From an optimization exercise on the open Yosys and OpenROAD flow, aimed at small area, a short achievable clock period and few clock cycles per item; shortcuts taken in it are not production practice. Function was checked by simulation only, so behaviour that the tests miss may differ from the original. The clock port is modelled as an ideal driver; clocking choices that lean on that would not hold on a real chip.

==> flow/design.v, too long to show whole: its modules and the start of the top module <==
// module SNN: 1704 lines
// module FA: 3 lines
// module ADD8: 3 lines
// module ADD8P1: 3 lines
// module SGN1: 4 lines
module SNN(
	clk,
	rst_n,
	in_valid,
	img,
	ker,
	weight,
	out_valid,
	out_data
);
  // ...
==> flow/flow/run.sh <==
#!/bin/bash
set -eo pipefail
cp standard.sh standard_sh.log
export BUFFER_PORTS_ARGS="-buffer_cell sky130_fd_sc_hd__buf_2"
bash standard.sh cts > standard_cts.log 2>&1
ODB=$(ls orfs/results/*/SNN/base/4_cts.odb)
ODB=$ODB openroad -no_init -exit flow/unroot.tcl > unroot.log 2>&1
bash standard.sh finish > standard_finish.log 2>&1
==> flow/flow/unroot.tcl <==
# Drop the clock tree's root buffer: the clock port then drives the first
# level of the tree directly (it has only a few loads there).
set f $::env(ODB)
read_db $f
set block [ord::get_db_block]
set clk_bterm [$block findBTerm clk]
set clk_net [$clk_bterm getNet]
set loads {}
foreach it [$clk_net getITerms] { lappend loads $it }
if {[llength $loads] != 1} { puts "UNROOT: clock port has [llength $loads] loads, left as is"; exit 0 }
set root [[lindex $loads 0] getInst]
set master [[$root getMaster] getName]
if {![string match "sky130_fd_sc_hd__clkbuf_*" $master]} { puts "UNROOT: root is $master, left as is"; exit 0 }
set out_net ""
foreach it [$root getITerms] {
  if {[$it isOutputSignal]} { set out_net [$it getNet] }
}
set moved {}
foreach it [$out_net getITerms] {
  if {[$it getInst] != $root} { lappend moved $it }
}
if {[llength $moved] > 4} { puts "UNROOT: root drives [llength $moved] cells, left as is"; exit 0 }
foreach it $moved {
  $it disconnect
  $it connect $clk_net
}
puts "UNROOT: removed [$root getName] ($master), clock port now drives [llength $moved] cells"
odb::dbInst_destroy $root
odb::dbNet_destroy $out_net
write_db $f
==> flow/standard.sh <==
#!/bin/bash
# synth_recipe.tcl (not shown) runs the flow's synth.tcl, then flattens the netlist and writes it again
# the make line also repeats each setting of config.mk as NAME=value (left out here)
make -C /OpenROAD-flow-scripts/flow DESIGN_CONFIG=/design/flow/config.mk WORK_HOME=/design/flow/orfs CLKGATE_MAP_FILE= SYNTH_SCRIPT=/design/flow/synth_recipe.tcl "${@:-finish}"
==> flow/config.mk <==
export PLATFORM = sky130hd
export DESIGN_NAME = SNN
export DESIGN_NICKNAME = SNN
export VERILOG_FILES = /design/flow/design.v
export SDC_FILE = /design/flow/constraint.sdc
export NUM_CORES = 4
export LEC_CHECK = 0
export CAP_MARGIN = 40
export CORE_MARGIN = 2
export CORE_UTILIZATION = 40
export CTS_CLUSTER_DIAMETER = 120
export CTS_CLUSTER_SIZE = 20
export SLEW_MARGIN = 60
export SYNTH_HIERARCHICAL = 1
==> flow/constraint.sdc <==
create_clock -name core_clock -period 25.0 [get_ports {clk}]
set_input_delay 5.0000 -clock core_clock [delete_from_list [all_inputs] [get_ports {clk}]]
set_output_delay 5.0000 -clock core_clock [all_outputs]
set_load 0.01 [all_outputs]
==> summary.txt, run 1 <==
Detailed routing
  – Final wirelength: 79300 µm
  – DR WL met3: 4010 µm

Layout
  – Area growth syn-to-layout: 5.96%
  – Clock Network Area Fraction: 0.0232
  – Seq/total area: 0.276
  – Reg area: 0.00965 mm²
  – Nets: 3600
  – Layout Utilization: 0.427

Global route
  – First-pass GRT wire length: 127000 µm

Outcome
  – Status: complete, no violations

Setup path
  – Ordered list of cells on the worst path: buf_2
  – Critical path fanouts, max: 1
  – Critical path startpoint: out_data[4]
  – Crit. End Element: output pin
  – Worst setup SP type: register

STA
  – Post-route setup TNS: 0 ps
  – Fin Clk Skew: 23.6 ps
  – # setup viols final: 0
  – Final min period: 5950 ps

Floorplan
  – TAP cells: 1070

Logic synthesis
  – Yosys reg bits: 393

Clocking
  – Post-CTS setup buffers: 0
Testbench counts, summed over its fixed seeds: cycles 9,984, items 128.
==> module ADD8, before the edit <==
module ADD8(input [7:0] a, input [7:0] b, output [7:0] y);
assign y = a + b;
endmodule
==> module ADD8P1, before the edit <==
module ADD8P1(input [7:0] a, input [7:0] b, output [7:0] y);
assign y = a - ~b;
endmodule
==> run 2, diff against run 1 <==
--- a/flow/design.v
+++ b/flow/design.v
@@ -1607,17 +1607,18 @@
 wire n1461, n1462;
 FA u_n1461 (.a(n1435), .b(n1412), .c(n1434), .s(n1461), .co(n1462));
 wire n1463, n1464;
 FA u_n1463 (.a(n1437), .b(n1414), .c(n1436), .s(n1463), .co(n1464));
 wire n1465, n1466;
 FA u_n1465 (.a(~(fc_p[7] & w0[7])), .b(x2gc[14]), .c(n1438), .s(n1465), .co(n1466));
 wire [16:0] fc_c0 = {x2gc[16], x2gc[15], n1465, n1463, n1461, n1459, n1457, n1455, n1453, n1451, n1449, n1447, n1445, n1443, n1441, n1439, ~(fc_p[0] & w0[0])};
 wire [16:0] fc_c1 = {1'b1, n1466, n1464, n1462, n1460, n1458, n1456, n1454, n1452, n1450, n1448, n1446, n1444, n1442, n1440, x2gc[1], x2gc[0]};
-wire [16:0] fc_sum_n = fc_c0 - ~fc_c1;
+wire [16:0] fc_sum_n;
+ADDBK17 u_fc (.a(fc_c0), .b(fc_c1), .y(fc_sum_n));
 wire n1467 = ~(x1h_n[8]);
 wire n1468 = ~(x1h_n[8]);
 wire n1469 = ~(x1h_n[9] ^ x1h_n[1]);
 wire n1470 = x1h_n[9] | x1h_n[1];
 wire n1471 = ~(x1h_n[10] ^ x1h_n[2]);
 wire n1472 = x1h_n[10] | x1h_n[2];
 wire n1473 = ~(x1h_n[11] ^ x1h_n[3]);
 wire n1474 = x1h_n[11] | x1h_n[3];
@@ -1701,17 +1702,114 @@
 		out_data <= (di_final && (|dsum[9:4])) ? dsum : 10'd0;
 	end
 end
 endmodule
 module FA(input a, input b, input c, output s, output co);
 assign {co, s} = a + b + c;
 endmodule
 module ADD8(input [7:0] a, input [7:0] b, output [7:0] y);
-assign y = a + b;
+wire [7:0] p = a ^ b;
+wire [7:0] g = a & b;
+wire G0_1 = g[1] | (p[1] & g[0]);
+wire P0_1 = p[1] & p[0];
+wire G0_3 = g[3] | (p[3] & g[2]);
+wire P0_3 = p[3] & p[2];
+wire G0_5 = g[5] | (p[5] & g[4]);
+wire P0_5 = p[5] & p[4];
+wire G0_7 = g[7] | (p[7] & g[6]);
+wire P0_7 = p[7] & p[6];
+wire G1_2 = g[2] | (p[2] & G0_1);
+wire P1_2 = p[2] & P0_1;
+wire G1_3 = G0_3 | (P0_3 & G0_1);
+wire P1_3 = P0_3 & P0_1;
+wire G1_6 = g[6] | (p[6] & G0_5);
+wire P1_6 = p[6] & P0_5;
+wire G1_7 = G0_7 | (P0_7 & G0_5);
+wire P1_7 = P0_7 & P0_5;
+wire G2_4 = g[4] | (p[4] & G1_3);
+wire P2_4 = p[4] & P1_3;
+wire G2_5 = G0_5 | (P0_5 & G1_3);
+wire P2_5 = P0_5 & P1_3;
+wire G2_6 = G1_6 | (P1_6 & G1_3);
+wire P2_6 = P1_6 & P1_3;
+wire G2_7 = G1_7 | (P1_7 & G1_3);
+wire P2_7 = P1_7 & P1_3;
+assign y = p ^ {G2_6, G2_5, G2_4, G1_3, G1_2, G0_1, g[0], 1'b0};
 endmodule
 module ADD8P1(input [7:0] a, input [7:0] b, output [7:0] y);
-assign y = a - ~b;
+wire [7:0] p = a ^ b;
+wire [7:0] g = a & b;
+wire g0c = g[0] | p[0];
+wire G0_1 = g[1] | (p[1] & g0c);
+wire P0_1 = p[1] & p[0];
+wire G0_3 = g[3] | (p[3] & g[2]);
+wire P0_3 = p[3] & p[2];
+wire G0_5 = g[5] | (p[5] & g[4]);
+wire P0_5 = p[5] & p[4];
+wire G0_7 = g[7] | (p[7] & g[6]);
+wire P0_7 = p[7] & p[6];
+wire G1_2 = g[2] | (p[2] & G0_1);
+wire P1_2 = p[2] & P0_1;
+wire G1_3 = G0_3 | (P0_3 & G0_1);
+wire P1_3 = P0_3 & P0_1;
+wire G1_6 = g[6] | (p[6] & G0_5);
+wire P1_6 = p[6] & P0_5;
+wire G1_7 = G0_7 | (P0_7 & G0_5);
+wire P1_7 = P0_7 & P0_5;
+wire G2_4 = g[4] | (p[4] & G1_3);
+wire P2_4 = p[4] & P1_3;
+wire G2_5 = G0_5 | (P0_5 & G1_3);
+wire P2_5 = P0_5 & P1_3;
+wire G2_6 = G1_6 | (P1_6 & G1_3);
+wire P2_6 = P1_6 & P1_3;
+wire G2_7 = G1_7 | (P1_7 & G1_3);
+wire P2_7 = P1_7 & P1_3;
+assign y = p ^ {G2_6, G2_5, G2_4, G1_3, G1_2, G0_1, g0c, 1'b1};
+endmodule
+module ADDBK17(input [16:0] a, input [16:0] b, output [16:0] y);
+wire [16:0] p = a ^ b;
+wire [16:0] g = a & b;
+wire g0c = g[0] | p[0];
+wire G_1_0 = g[1] | (p[1] & g0c);
+wire G_3_2 = g[3] | (p[3] & g[2]);
+wire P_3_2 = p[3] & p[2];
+wire G_5_4 = g[5] | (p[5] & g[4]);
+wire P_5_4 = p[5] & p[4];
+wire G_7_6 = g[7] | (p[7] & g[6]);
+wire P_7_6 = p[7] & p[6];
+wire G_9_8 = g[9] | (p[9] & g[8]);
+wire P_9_8 = p[9] & p[8];
+wire G_11_10 = g[11] | (p[11] & g[10]);
+wire P_11_10 = p[11] & p[10];
+wire G_13_12 = g[13] | (p[13] & g[12]);
+wire P_13_12 = p[13] & p[12];
+wire G_15_14 = g[15] | (p[15] & g[14]);
+wire P_15_14 = p[15] & p[14];
+wire G_3_0 = G_3_2 | (P_3_2 & G_1_0);
+wire G_7_4 = G_7_6 | (P_7_6 & G_5_4);
+wire P_7_4 = P_7_6 & P_5_4;
+wire G_11_8 = G_11_10 | (P_11_10 & G_9_8);
+wire P_11_8 = P_11_10 & P_9_8;
+wire G_15_12 = G_15_14 | (P_15_14 & G_13_12);
+wire P_15_12 = P_15_14 & P_13_12;
+wire G_7_0 = G_7_4 | (P_7_4 & G_3_0);
+wire G_15_8 = G_15_12 | (P_15_12 & G_11_8);
+wire P_15_8 = P_15_12 & P_11_8;
+wire G_15_0 = G_15_8 | (P_15_8 & G_7_0);
+wire G_11_0 = G_11_8 | (P_11_8 & G_7_0);
+wire G_5_0 = G_5_4 | (P_5_4 & G_3_0);
+wire G_9_0 = G_9_8 | (P_9_8 & G_7_0);
+wire G_13_0 = G_13_12 | (P_13_12 & G_11_0);
+wire G_2_0 = g[2] | (p[2] & G_1_0);
+wire G_4_0 = g[4] | (p[4] & G_3_0);
+wire G_6_0 = g[6] | (p[6] & G_5_0);
+wire G_8_0 = g[8] | (p[8] & G_7_0);
+wire G_10_0 = g[10] | (p[10] & G_9_0);
+wire G_12_0 = g[12] | (p[12] & G_11_0);
+wire G_14_0 = g[14] | (p[14] & G_13_0);
+wire G_16_0 = g[16] | (p[16] & G_15_0);
+assign y[16:0] = p ^ {G_15_0, G_14_0, G_13_0, G_12_0, G_11_0, G_10_0, G_9_0, G_8_0, G_7_0, G_6_0, G_5_0, G_4_0, G_3_0, G_2_0, G_1_0, g0c, 1'b1};
 endmodule
 module SGN1(input [9:0] a, input [9:0] b, output y);
 wire [9:0] t = a - ~b;
 assign y = t[9];
 endmodule
==> flow/config.mk (replaced) <==
export PLATFORM = sky130hd
export DESIGN_NAME = SNN
export DESIGN_NICKNAME = SNN
export VERILOG_FILES = /design/flow/design.v
export SDC_FILE = /design/flow/constraint.sdc
export NUM_CORES = 4
export LEC_CHECK = 0
export CAP_MARGIN = 40
export CORE_MARGIN = 2
export CORE_UTILIZATION = 40
export CTS_CLUSTER_DIAMETER = 130
export CTS_CLUSTER_SIZE = 24
export SLEW_MARGIN = 60
export SYNTH_HIERARCHICAL = 1
==> summary.txt, run 2 <==
Floorplan
  – # rows: 104 (was 105)
  – Die Ht: 290 µm (was 291 µm)
  – Total core area: 0.0808 mm² (was 0.0818 mm²)
  – Die width: 290 µm (was 291 µm)
  – Initial Util: 0.406 (was 0.403)
  – Die footprint: 0.0842 mm² (was 0.0847 mm²)
  – I/O pin count: 38 (unchanged)

Logic synthesis
  – Top-area cell type share of the netlist area: 0.427 (was 0.418)
  – Fraction of registers with async set/reset: 0.0712 (unchanged)
  – Gate Count Post-Synth: 2732 (was 2782)
  – Post-synth top flop: dfxtp_1 (unchanged)
  – Netlist cell types: 68 (was 71)
  – Yosys reg bits: 393 (unchanged)
  – Seq/Total Area, Yosys: 0.294 (was 0.292)
  – Post-synth design cell area: 0.0328 mm² (was 0.0330 mm²)
  – Most frequent cell after synthesis: fa_1 (unchanged)
  – Most frequent cells after synthesis: fa_1 (699), nand2_1 (634), inv_1 (244) (was fa_1 (688), nand2_1 (633), inv_1 (221))
  – Area leader, netlist: fa_1 (unchanged)
  – Synthesis warning total: 7 (unchanged)
  – Leading post-synthesis cells by cell area: fa_1 (43%), edfxtp_1 (15%), dfxtp_1 (12%), nand2_1 (7.3%), ha_1 (6.5%) (was fa_1 (42%), edfxtp_1 (15%), dfxtp_1 (12%), nand2_1 (7.2%), ha_1 (6.6%))
  – Post-synth EDFFs: 162 (unchanged)
  – Synth Area per Inst: 12.0 µm² (was 11.8 µm²)

Global route
  – Grt met2 use: 0.340 (was 0.331)
  – Grt ovf: 0 (unchanged)
  – Initial antenna violation count: 2 (was 1)
  – Largest net degree at the start of global routing: 43 (unchanged)
  – Grt met3 use: 0.0210 (was 0.0241)
  – Global-route met1 utilization: 0.250 (about the same)
  – First-pass GRT wire length: 125000 µm (was 127000 µm)
  – Grt peak-use layer: met2 (unchanged)
  – Vias in the first global route: 21832 (was 22547)
  – GRT Util Overall: 0.191 (was 0.193)

Layout
  – ANT cells: 0 (unchanged)
  – Design Area, Final: 0.0345 mm² (was 0.0349 mm²)
  – Most frequent cells in the layout: fa_1 (699), nand2_1 (634), inv_1 (243) (was fa_1 (688), nand2_1 (633), inv_1 (219))
  – Biggest regs: cs0 x18, cs1 x18 (unchanged)
  – Commonest non-fill, non-tap cell in the layout: fa_1 (unchanged)
  – Area growth syn-to-layout: 5.40% (was 5.96%)
  – Nets: 3545 (was 3600)
  – Share of layout cells above drive strength 1: 0.0525 (was 0.0538)

Clocking
  – Clock transition at path regs: 100 ps (was 80 ps)
  – Post-CTS sizing: 0 (unchanged)
  – Clock root buffer master: clkbuf_16 (unchanged)
  – CTS sink cnt: 393 (unchanged)
  – CTS Buf Count: 22 (was 26)
  – Post-CTS setup buffers: 0 (unchanged)
  – Worst-Skew Late Latency: 450 ps (was 460 ps)
  – CTS tree: yes (unchanged)
  – Max clock buf depth: 3 (unchanged)
  – Hold_buf cts: 0 (unchanged)
  – CTS H-Tree Depth: 1 (unchanged)

Setup path
  – Worst setup SP type: register (unchanged)
  – Critical path fanouts, max: 1 (unchanged)
  – Family with the most delay on the worst path: flip-flops (unchanged)
  – CP required: 20000 ps (about the same)
  – Ordered list of cells on the worst path: buf_2 (unchanged)
  – Crit. End Element: output pin (unchanged)
  – Worst Path Buf+Inv: 1 (unchanged)
  – CP max stage delay: 380 ps (was 370 ps)
  – Critical-path top delay cell: dfrtp_1 (unchanged)
  – Crit Path Category: register to output pin (unchanged)
  – Crit path DAT: 960 ps (was 950 ps)

STA
  – Final Max Slew Viols: 0 (unchanged)
  – FMAX: 168 MHz (about the same)
  – Final min period: 5960 ps (was 5950 ps)
  – Worst-margin pin slew: 539 ps (was 585 ps)
  – Final Hold Viols: 0 (unchanged)
  – # setup viols final: 0 (unchanged)
  – Unrepaired setup endpoints after global routing: no (unchanged)
  – Fin Clk Skew: 24.7 ps (was 23.6 ps)
  – Setup ws final: 19040 ps (was 19050 ps)
  – Post-route setup TNS: 0 ps (unchanged)
  – Worst slew margin: 0.630 (was 0.607)
  – Final Cycle Share: 0.239 (was 0.238)

Place
  – GPL Wtd Cong: 0.882 (was 0.940)
  – IO Port Bufs: 37 (unchanged)
  – Hpwl dp: 63800 µm (was 64200 µm)
  – Setup Slack @ Placement: 19150 ps (was 18980 ps)
  – Placed inst area: 0.0339 mm² (was 0.0341 mm²)

Detailed routing
  – Starting DRT DRC Count: 1370 (was 1404)
  – Final wirelength: 78100 µm (was 79300 µm)
  – Routed Antenna Nets: 0 (unchanged)
  – DR WL/cell: 21.0 µm (was 20.9 µm)
  – First drt pass iteration count: 5 (unchanged)
  – Vias: 19177 (was 19810)
  – Avg Vias per Cell: 5.15 (was 5.21)
  – Remaining routing DRC violations: 0 (unchanged)

Min path
  – Min-delay worst type: register to register (unchanged)

Outcome
  – Status: complete, no violations (unchanged)

Run
  – Max-Cap Viols: 0 (unchanged)
==> run 2: cells by family (layout without fill, tap and decap cells) <==
family | count (synthesis) | after routing | share of synthesized area
adders and majority gates | 869 | 869 | 0.492
and+or+nand+nor | 808 | 808 | 0.102
DFF | 393 | 393 | 0.294
buffers and inverters | 392 | 324 | 0.0449
AOI/OAI and AO/OA | 164 | 164 | 0.0360
xor gates and xnor gates | 63 | 63 | 0.0173
muxes | 41 | 41 | 0.0135
other | 2 | 3 | 0.000229
==> run 2: final cells by class <==
class                      instances  area, µm²
inverter                         244        916
fill                            7415      46300
sequential                       393       9650
timing repair buffer              41        233
tap                             1060       1330
clock buffer                      33        571
multi-input combinational       1948      21800
clock inverter                     6       86.3
==> run 2: path summary, 6_finish.rpt <==
kind / start / to / slack (ps) / cells after the start
min in group asynchronous: rst_n / out_data[0] / 4460 / 1
max in group asynchronous: rst_n / cnt[5] / 20240 / 1
worst min-delay path: sr4[6] / sr5[6] / 320 / 0
worst max-delay path: out_data[8] / out_data[8] / 19040 / 1
worst min register to register: sr4[6] / sr5[6] / 320 / 0
worst max register to register: k7[5] / acc_hi_n[8] / 19110 / 19
==> run 2: per-stage QoR <==
step	cells	hold WS (ps)	util
5_1_grt	3725	329	0.427
3_3_place_gp	3685	310	0.418
4_1_cts	3726	326	0.427
3_5_place_dp	3686	312	0.419
2_1_floorplan	2733	310	-
6_report	3725	321	0.427
==> run 2: per-module statistics from Yosys, one instance, submodules excluded <==
module | times used | area (µm²) | cells inside | flip-flops and latches
ADD8 | 1 | 258 | 28 | 0
SGN1 | 2 | 189 | 21 | 0
SNN | 1 | 17500 | 1870 | 393
ADDBK17 | 1 | 679 | 78 | 0
FA | 682 | 20.0 | 1 | 0
ADD8P1 | 1 | 273 | 32 | 0
==> run 2: layer usage <==
metal | wire length, µm | vias to the layer above
met5 | 0 | -
met4 | 2280 | 0
met3 | 3860 | 107
met2 | 40500 | 569
met1 | 31400 | 10175
li1 | - | 8326
Testbench counts of run 2, summed over its fixed seeds: cycles 9,984, items 128.
==> run 3, diff against run 2 <==
--- a/flow/config.mk
+++ b/flow/config.mk
@@ -8,7 +8,7 @@
 export CAP_MARGIN = 40
 export CORE_MARGIN = 2
 export CORE_UTILIZATION = 40
-export CTS_CLUSTER_DIAMETER = 130
-export CTS_CLUSTER_SIZE = 24
+export CTS_CLUSTER_DIAMETER = 120
+export CTS_CLUSTER_SIZE = 20
 export SLEW_MARGIN = 60
 export SYNTH_HIERARCHICAL = 1
==> summary.txt, run 3 <==
Logic synthesis
  – Gate Count Post-Synth: 2732 (unchanged)
  – Synth Area per Inst: 12.0 µm² (unchanged)
  – Post-synth EDFFs: 162 (unchanged)
  – Seq/Total Area, Yosys: 0.294 (unchanged)
  – Fraction of registers with async set/reset: 0.0712 (unchanged)
  – Synthesis warning total: 7 (unchanged)
  – Leading post-synthesis cells by cell area: fa_1 (43%), edfxtp_1 (15%), dfxtp_1 (12%), nand2_1 (7.3%), ha_1 (6.5%) (unchanged)
  – Netlist cell types: 68 (unchanged)
  – Yosys reg bits: 393 (unchanged)
  – Top-area cell type share of the netlist area: 0.427 (unchanged)
  – Most frequent cells after synthesis: fa_1 (699), nand2_1 (634), inv_1 (244) (unchanged)
  – Most frequent cell after synthesis: fa_1 (unchanged)
  – Post-synth top flop: dfxtp_1 (unchanged)
  – Area leader, netlist: fa_1 (unchanged)
  – Post-synth design cell area: 0.0328 mm² (unchanged)

Setup path
  – RR Endpoint: acc_hi_n[8] (unchanged)
  – Critical-path top delay cell: dfrtp_1 (unchanged)
  – Critical path fanouts, max: 1 (unchanged)
  – Critical path depth: 1 (unchanged)
  – R2R setup slack: 19140 ps (was 19110 ps)
  – CP max stage delay: 370 ps (was 380 ps)
  – CP required: 20000 ps (about the same)
  – Crit path to: out_valid (was out_data[8])
  – Worst Path Buf+Inv: 1 (unchanged)
  – Critical path startpoint: out_valid (was out_data[8])
  – Worst R2R Start: k7[3] (was k7[5])
  – Crit path DAT: 970 ps (was 960 ps)
  – Crit. End Element: output pin (unchanged)
  – Crit Path Category: register to output pin (unchanged)
  – Worst setup SP type: register (unchanged)
  – Family with the most delay on the worst path: flip-flops (unchanged)
  – R2r worst-path depth: 19 (unchanged)
  – Ordered list of cells on the worst path: buf_2 (unchanged)

Floorplan
  – Die width: 290 µm (unchanged)
  – Total core area: 0.0808 mm² (unchanged)
  – # rows: 104 (unchanged)
  – Die Ht: 290 µm (unchanged)
  – I/O pin count: 38 (unchanged)
  – Die footprint: 0.0842 mm² (unchanged)
  – Initial Util: 0.406 (unchanged)

Clocking
  – Hold_buf cts: 0 (unchanged)
  – CTS H-Tree Depth: 1 (unchanged)
  – Worst-Skew Late Latency: 460 ps (was 450 ps)
  – CTS tree: yes (unchanged)
  – Post-CTS setup buffers: 0 (unchanged)
  – Max clock buf depth: 3 (unchanged)
  – CTS Buf Count: 26 (was 22)
  – Post-CTS sizing: 0 (unchanged)
  – CTS sink cnt: 393 (unchanged)
  – Clock root buffer master: clkbuf_16 (unchanged)
  – Clock transition at path regs: 90 ps (was 100 ps)

Place
  – GPL Wtd Cong: 0.882 (unchanged)
  – IO Port Bufs: 37 (unchanged)
  – Hpwl dp: 63800 µm (unchanged)

Global route
  – GRT Util Overall: 0.192 (was 0.191)
  – First-pass GRT wire length: 126000 µm (was 125000 µm)
  – Grt ovf: 0 (unchanged)
  – Largest net degree at the start of global routing: 43 (unchanged)
  – Initial antenna violation count: 2 (unchanged)
  – Vias in the first global route: 21995 (was 21832)

Layout
  – Area occupied by multi-input gates: 0.0218 mm² (unchanged)
  – Nets: 3549 (was 3545)
  – Fill count: 7400 (was 7415)
  – Layout Utilization: 0.429 (was 0.427)
  – Commonest non-fill, non-tap cell in the layout: fa_1 (unchanged)
  – Biggest regs: cs0 x18, cs1 x18 (unchanged)
  – Most frequent cells in the layout: fa_1 (699), nand2_1 (634), inv_1 (243) (unchanged)
  – Reg area: 0.00965 mm² (unchanged)
  – ANT cells: 0 (unchanged)
  – Area growth syn-to-layout: 5.72% (was 5.40%)
  – Share of layout cells above drive strength 1: 0.0543 (was 0.0525)

STA
  – Fin Clk Skew: 38.6 ps (was 24.7 ps)
  – Final min period: 5970 ps (was 5960 ps)
  – FMAX: 168 MHz (about the same)
  – Final Hold Viols: 0 (unchanged)
  – Post-route setup TNS: 0 ps (unchanged)
  – Final Cycle Share: 0.239 (about the same)
  – Final Max Slew Viols: 0 (unchanged)
  – Worst slew margin: 0.630 (about the same)
  – Unrepaired setup endpoints after global routing: no (unchanged)
  – # setup viols final: 0 (unchanged)
  – Worst-margin pin slew: 540 ps (was 539 ps)

Detailed routing
  – Vias: 19178 (was 19177)
  – Routed Antenna Nets: 0 (unchanged)
  – Remaining routing DRC violations: 0 (unchanged)
  – Starting DRT DRC Count: 1177 (was 1370)
  – First drt pass iteration count: 5 (unchanged)
  – DR WL/cell: 21.0 µm (about the same)
  – Avg Vias per Cell: 5.14 (was 5.15)
  – Final wirelength: 78300 µm (was 78100 µm)

Run
  – Max-Cap Viols: 0 (unchanged)

Outcome
  – Status: complete, no violations (unchanged)

Min path
  – Min-delay worst type: register to register (unchanged)
-- run 3: cell counts after synthesis --
Identical to the previous run, type by type.
-- run 3: Yosys stat by module, one instance, submodules excluded --
module	cells inside	times used
ADDBK17	78	1
SNN	1870	1
FA	1	682
ADD8P1	32	1
ADD8	28	1
SGN1	21	2
-- run 3: through the flow --
step	cell area, µm²	worst slack [ps]	hold slack [ps]	cells
floorplan	32800	15420	310	2733
global placement	33800	18410	310	3685
detailed placement	33900	19150	312	3686
CTS	34600	18830	308	3732
global route	34700	18850	316	3731
finish	34700	19030	326	3731
-- run 3: cell families after synthesis --
family / synth area share
buffers and inverters: 0.0449
adders and majority gates: 0.492
other: 0.000229
muxes: 0.0135
DFF: 0.294
xor gates and xnor gates: 0.0173
AOI/OAI and AO/OA: 0.0360
and+or+nand+nor: 0.102
-- run 3: routing by layer --
metal  global-route usage  part of all wire  up-vias
met4               0.0526             0.032        0
li1                     -                 -     8339
met2                0.342              0.52      538
met1                0.251              0.41    10188
met5                    0                 0        -
met3               0.0195             0.043      113
-- run 3: area by class of cell --
cell class	instances	area share
multi-input cells	1948	0.628
flip-flops and latches	393	0.278
well taps	1060	0.0383
inverters	244	0.0264
clock buffers	38	0.0195
repair buffers	41	0.00672
clock inverters	7	0.00256
-- run 3: worst min-delay path by stage --
stage                     cells past startpoint  startpoint  slack (ps)       to
after floorplan                               0      sr9[0]         310  sr10[0]
after CTS                                     0      sr3[0]         310   sr4[0]
after global placement                        0      sr2[5]         310   sr3[5]
after detailed placement                      0     sr10[0]         310  sr11[0]
after global routing                          0      sr3[0]         320   sr4[0]
final                                         0      sr3[0]         330   sr4[0]

separate check: timing with driven ports:
How much do the figures lean on ideal ports? The routed layouts below were timed once more, with nothing changed but the port constraints.
Step 1, drivers: a clkbuf_16 drives clk and a buf_2 each remaining input, both assumed.
Step 2 times the ports against the registers' clock, not the clock port: input delays grow and output delays shrink by t, the midpoint of the rising clock arrivals with the driver on.
Slacks: ideal / step 1 / step 2; pairs: ideal / step 1.
run	t (ns)	slack for setup (ns)	latest minus earliest clock arrival (ns)	worst data-port slew with drivers (ns)	cell pins on the clock port's net
run 1	0.522	19.051 / 18.972 / 19.142	0.037 / 0.037	0.09	2
run 2	0.512	19.037 / 18.958 / 19.107	0.025 / 0.025	0.04	2
run 3	0.514	19.030 / 18.955 / 19.139	0.041 / 0.041	0.04	2
After both steps setup and hold are still met in every run listed.
